What follows belongs to an exercise in optimizing a design on an open flow for small area, a short achievable clock period and few clock cycles; a production flow would make more cautious choices. RTL that was checked went through simulation tests only; none was proved equivalent to the original.

==> inputs of lagoon <==
==> flow/design.v (excerpt) <==
module milestone1 (
		input logic CLOCK_50_I,
		input logic resetn,
		output logic SRAM_we_n,
		output logic [17:0] SRAM_address,
		output logic [15:0] SRAM_write_data,
		input logic [15:0] SRAM_read_data,
		input logic M1_enable,
		output logic M1_finish
);
export LEC_CHECK = 0
export CAP_MARGIN = 20
export CORE_MARGIN = 2
export CORE_UTILIZATION = 40
export PLACE_DENSITY = 0.6
export SLEW_MARGIN = 20
export SYNTH_HIERARCHICAL = 1
export SYNTH_MINIMUM_KEEP_SIZE = 0
create_clock -name core_clock -period 14.0 [get_ports {CLOCK_50_I}]
standard.sh (not shown) runs the stock make flow with config.mk's settings and CLKGATE_MAP_FILE= SYNTH_SCRIPT=/design/flow/synth_recipe.tcl, a recipe that flattens the netlist after the stock synthesis.
==> flow/flow/run.sh <==
#!/bin/bash
# Standard layout, with repair_timing asked for extra setup margin so that the
# optimiser works on paths well inside the design's clock period.
# Each step's full output goes to a log file of its own in this folder.
set -euo pipefail
MARGIN=${MARGIN:-10}
bash standard.sh synth > synth.log 2>&1
bash standard.sh SETUP_SLACK_MARGIN=$MARGIN finish > layout.log 2>&1
==> inputs of violet, as changes to lagoon <==
--- a/flow/design.v
+++ b/flow/design.v
@@ -12,10 +12,12 @@
 );
 localparam logic [17:0] U_OFFSET = 18'd38400,
 	  V_OFFSET = 18'd57600,
 	  RGB_OFFSET = 18'd146944;
 logic        run;
+logic        we;                    
+assign SRAM_we_n = ~we;
 logic        p0, p1, p2, p3, p4;    
 logic        wr_ok;                 
 logic [7:0]  m;                     
 logic [15:0] yaddr;                 
 logic [17:0] waddr;
@@ -27,11 +29,12 @@
 logic [7:0]  qv [0:5];
 logic [7:0]  ulb;
 logic [15:0] vb;
 logic [7:0]  ylo, ysel_r;
 logic [8:0]  s1r, s2r, s3r;         
-logic [8:0]  v1r;                   
+logic [8:0]  fha, fhb;              
+logic        fhc;                   
 logic [22:0] ytr;                   
 logic [8:0]  pur, pvr;              
 logic [7:0]  b0;
 logic [10:0] tra, trb, tga, tgb, tba, tbb;    
 logic        trc, tgc, tbc;         
@@ -203,13 +206,16 @@
 m1_fa fsum_w143_fa (.a(fsum_w84), .b(fsum_w111), .c(fsum_w110), .s(fsum_w143), .co(fsum_w144));
 wire fsum_w145 = ~fsum_w112;
 wire fsum_w146 = fsum_w112;
 wire [16:0] fsum_w147 = {fsum_w145, fsum_w143, fsum_w141, fsum_w139, fsum_w137, fsum_w135, fsum_w133, fsum_w131, fsum_w129, fsum_w127, fsum_w125, fsum_w123, fsum_w121, fsum_w119, fsum_w117, fsum_w115, ~s3r[0]};
 wire [16:0] fsum_w148 = {fsum_w144, fsum_w142, fsum_w140, fsum_w138, fsum_w136, fsum_w134, fsum_w132, fsum_w130, fsum_w128, fsum_w126, fsum_w124, fsum_w122, fsum_w120, fsum_w118, fsum_w116, fsum_w114, fsum_w113};
-wire [16:0] fsum = fsum_w147 + fsum_w148;
-logic [8:0] fout;
-assign fout = fsum[16:8];
+wire [16:0] fsum_a = fsum_w147;
+wire [16:0] fsum_b = fsum_w148;
+logic [8:0] fsl;
+assign fsl = {1'b0, fsum_a[7:0]} + {1'b0, fsum_b[7:0]};
+logic [8:0] fout;                   
+assign fout = fha + fhb + {8'd0, fhc};
 wire yt_w1 = ~ysel_r[7];
 wire yt_w2 = ysel_r[7];
 wire yt_w3 = ~ysel_r[6];
 wire yt_w4 = ysel_r[6];
 wire yt_w5 = ~ysel_r[7];
@@ -727,25 +733,29 @@
 	if (p2) ylo <= SRAM_read_data[7:0];
 	ysel_r <= p2 ? SRAM_read_data[15:8] : ylo;
 	s1r <= {1'b0, fa} + {1'b0, ff};
 	s2r <= {1'b0, fb} + {1'b0, fe};
 	s3r <= {1'b0, fc} + {1'b0, fd};
-	if (p3) v1r <= fout;
+	fha <= fsum_a[16:8];
+	fhb <= fsum_b[16:8];
+	fhc <= fsl[8];
 	ytr <= yt[24:2];
-	pur <= p3 ? {qu[2][7], ~qu[2][7], qu[2][6:0]} : fout;
-	pvr <= p3 ? {qv[2][7], ~qv[2][7], qv[2][6:0]} : v1r;
+	if (p3) pur <= {qu[2][7], ~qu[2][7], qu[2][6:0]};
+	else if (p0) pur <= fout;
+	if (p3) pvr <= {qv[2][7], ~qv[2][7], qv[2][6:0]};
+	else if (p4) pvr <= fout;
 	tra <= tr_a[26:16]; trb <= tr_b[26:16]; trc <= trl[16];
 	tga <= tg_a[26:16]; tgb <= tg_b[26:16]; tgc <= tgl[16];
 	tba <= tb_a[26:16]; tbb <= tb_b[26:16]; tbc <= tbl[16];
 	b0 <= cb;
 	SRAM_write_data <= p0 ? {cr, cg} : p1 ? {b0, cr} : {cg, cb};
 end
 always_ff @(posedge CLOCK_50_I or negedge resetn) begin
 	if (!resetn) begin
 		run <= 1'b0;
 		M1_finish <= 1'b0;
-		SRAM_we_n <= 1'b1;
+		we <= 1'b0;
 		p0 <= 1'b1; p1 <= 1'b0; p2 <= 1'b0; p3 <= 1'b0; p4 <= 1'b0;
 		wr_ok <= 1'b0;
 		m <= 8'd154;
 		yaddr <= 16'hFFFC;
 		waddr <= RGB_OFFSET;
@@ -754,21 +764,21 @@
 		if (p1) m <= m159 ? 8'd0 : m + 8'd1;
 		if (p4) begin
 			if (yaddr == 16'd1) wr_ok <= 1'b1;
 			yaddr <= yaddr + 16'd1;
 		end
-		SRAM_we_n <= 1'b1;
+		we <= 1'b0;
 		if ((p0 | p1 | p2) && wr_ok) begin
-			SRAM_we_n <= 1'b0;
+			we <= 1'b1;
 			waddr <= waddr + 18'd1;
 			if (p2 && waddr == 18'h3FFFF) begin
 				M1_finish <= 1'b1;
 				run <= 1'b0;
 			end
 		end
 	end else begin
-		SRAM_we_n <= 1'b1;
+		we <= 1'b0;
 		if (M1_enable && !M1_finish) run <= 1'b1;
 	end
 end
 always_ff @(posedge CLOCK_50_I) begin
 	if (p4) SRAM_address <= {2'b00, yaddr};
--- a/flow/config.mk
+++ b/flow/config.mk
@@ -6,9 +6,11 @@
 export NUM_CORES = 4
 export LEC_CHECK = 0
 export CAP_MARGIN = 20
 export CORE_MARGIN = 2
 export CORE_UTILIZATION = 40
+export CTS_CLUSTER_DIAMETER = 100
+export CTS_CLUSTER_SIZE = 25
 export PLACE_DENSITY = 0.6
 export SLEW_MARGIN = 20
 export SYNTH_HIERARCHICAL = 1
 export SYNTH_MINIMUM_KEEP_SIZE = 0
==> inputs of zinc, as changes to lagoon <==
--- a/flow/design.v
+++ b/flow/design.v
@@ -27,11 +27,12 @@
 logic [7:0]  qv [0:5];
 logic [7:0]  ulb;
 logic [15:0] vb;
 logic [7:0]  ylo, ysel_r;
 logic [8:0]  s1r, s2r, s3r;         
-logic [8:0]  v1r;                   
+logic [8:0]  fha, fhb;              
+logic        fhc;                   
 logic [22:0] ytr;                   
 logic [8:0]  pur, pvr;              
 logic [7:0]  b0;
 logic [10:0] tra, trb, tga, tgb, tba, tbb;    
 logic        trc, tgc, tbc;         
@@ -203,13 +204,16 @@
 m1_fa fsum_w143_fa (.a(fsum_w84), .b(fsum_w111), .c(fsum_w110), .s(fsum_w143), .co(fsum_w144));
 wire fsum_w145 = ~fsum_w112;
 wire fsum_w146 = fsum_w112;
 wire [16:0] fsum_w147 = {fsum_w145, fsum_w143, fsum_w141, fsum_w139, fsum_w137, fsum_w135, fsum_w133, fsum_w131, fsum_w129, fsum_w127, fsum_w125, fsum_w123, fsum_w121, fsum_w119, fsum_w117, fsum_w115, ~s3r[0]};
 wire [16:0] fsum_w148 = {fsum_w144, fsum_w142, fsum_w140, fsum_w138, fsum_w136, fsum_w134, fsum_w132, fsum_w130, fsum_w128, fsum_w126, fsum_w124, fsum_w122, fsum_w120, fsum_w118, fsum_w116, fsum_w114, fsum_w113};
-wire [16:0] fsum = fsum_w147 + fsum_w148;
-logic [8:0] fout;
-assign fout = fsum[16:8];
+wire [16:0] fsum_a = fsum_w147;
+wire [16:0] fsum_b = fsum_w148;
+logic [8:0] fsl;
+assign fsl = {1'b0, fsum_a[7:0]} + {1'b0, fsum_b[7:0]};
+logic [8:0] fout;                   
+assign fout = fha + fhb + {8'd0, fhc};
 wire yt_w1 = ~ysel_r[7];
 wire yt_w2 = ysel_r[7];
 wire yt_w3 = ~ysel_r[6];
 wire yt_w4 = ysel_r[6];
 wire yt_w5 = ~ysel_r[7];
@@ -727,14 +731,18 @@
 	if (p2) ylo <= SRAM_read_data[7:0];
 	ysel_r <= p2 ? SRAM_read_data[15:8] : ylo;
 	s1r <= {1'b0, fa} + {1'b0, ff};
 	s2r <= {1'b0, fb} + {1'b0, fe};
 	s3r <= {1'b0, fc} + {1'b0, fd};
-	if (p3) v1r <= fout;
+	fha <= fsum_a[16:8];
+	fhb <= fsum_b[16:8];
+	fhc <= fsl[8];
 	ytr <= yt[24:2];
-	pur <= p3 ? {qu[2][7], ~qu[2][7], qu[2][6:0]} : fout;
-	pvr <= p3 ? {qv[2][7], ~qv[2][7], qv[2][6:0]} : v1r;
+	if (p3) pur <= {qu[2][7], ~qu[2][7], qu[2][6:0]};
+	else if (p0) pur <= fout;
+	if (p3) pvr <= {qv[2][7], ~qv[2][7], qv[2][6:0]};
+	else if (p4) pvr <= fout;
 	tra <= tr_a[26:16]; trb <= tr_b[26:16]; trc <= trl[16];
 	tga <= tg_a[26:16]; tgb <= tg_b[26:16]; tgc <= tgl[16];
 	tba <= tb_a[26:16]; tbb <= tb_b[26:16]; tbc <= tbl[16];
 	b0 <= cb;
 	SRAM_write_data <= p0 ? {cr, cg} : p1 ? {b0, cr} : {cg, cb};
==> flow/flow/run.sh (replaced) <==
#!/bin/bash
# Standard layout, with repair_timing asked for extra setup margin so that the
# optimiser works on paths well inside the design's clock period.
# Each step's full output goes to a log file of its own in this folder.
set -euo pipefail
MARGIN=${MARGIN:-10.5}
bash standard.sh synth > synth.log 2>&1
bash standard.sh SETUP_SLACK_MARGIN=$MARGIN finish > layout.log 2>&1
==> notes <==
Between violet and zinc, the lower worst setup slack is in zinc (gap 0.054 ns). Between zinc and violet, the lower first-iteration DRC count is in zinc (gap 25%, measured against violet). Synthesized cell count: lagoon < violet < zinc. Maximum frequency: violet > zinc > lagoon.
Testbench counts of zinc, summed over its fixed seeds: cycles 1,536,240.
The RTL of lagoon and violet was laid out without a check of its function.

==> afterwards: timing with drivers on the ports <==
The results above use ideal ports. As a check the final layouts listed here were re-extracted and re-timed, cells and wires unchanged.
Step 1: set_driving_cell puts a clkbuf_16 on CLOCK_50_I and a buf_2 on each other input, an assumption about the parent block.
Step 2 moves the port delays by t, midway between the first and last clock arrival at a register: inputs arrive t later, outputs are due t later. That takes back most of the time a late clock gives input paths.
Slacks: ideal ports / drivers / drivers and shift; pairs: ideal ports / drivers.
| run | t, ns | setup WS [ns] | hold slack, ns | worst slew at a driven data input, ns |
|---|---|---|---|---|
| lagoon | 0.626 | 9.639 / 9.639 / 9.639 | 0.446 / 0.446 / 0.446 | 0.06 |
| violet | 0.607 | 10.057 / 10.001 / 10.212 | 0.457 / 0.457 / 0.457 | 0.04 |
| zinc | 0.630 | 10.003 / 9.946 / 10.184 | 0.444 / 0.444 / 0.444 | 0.03 |
After both steps setup and hold are still met in every run listed.
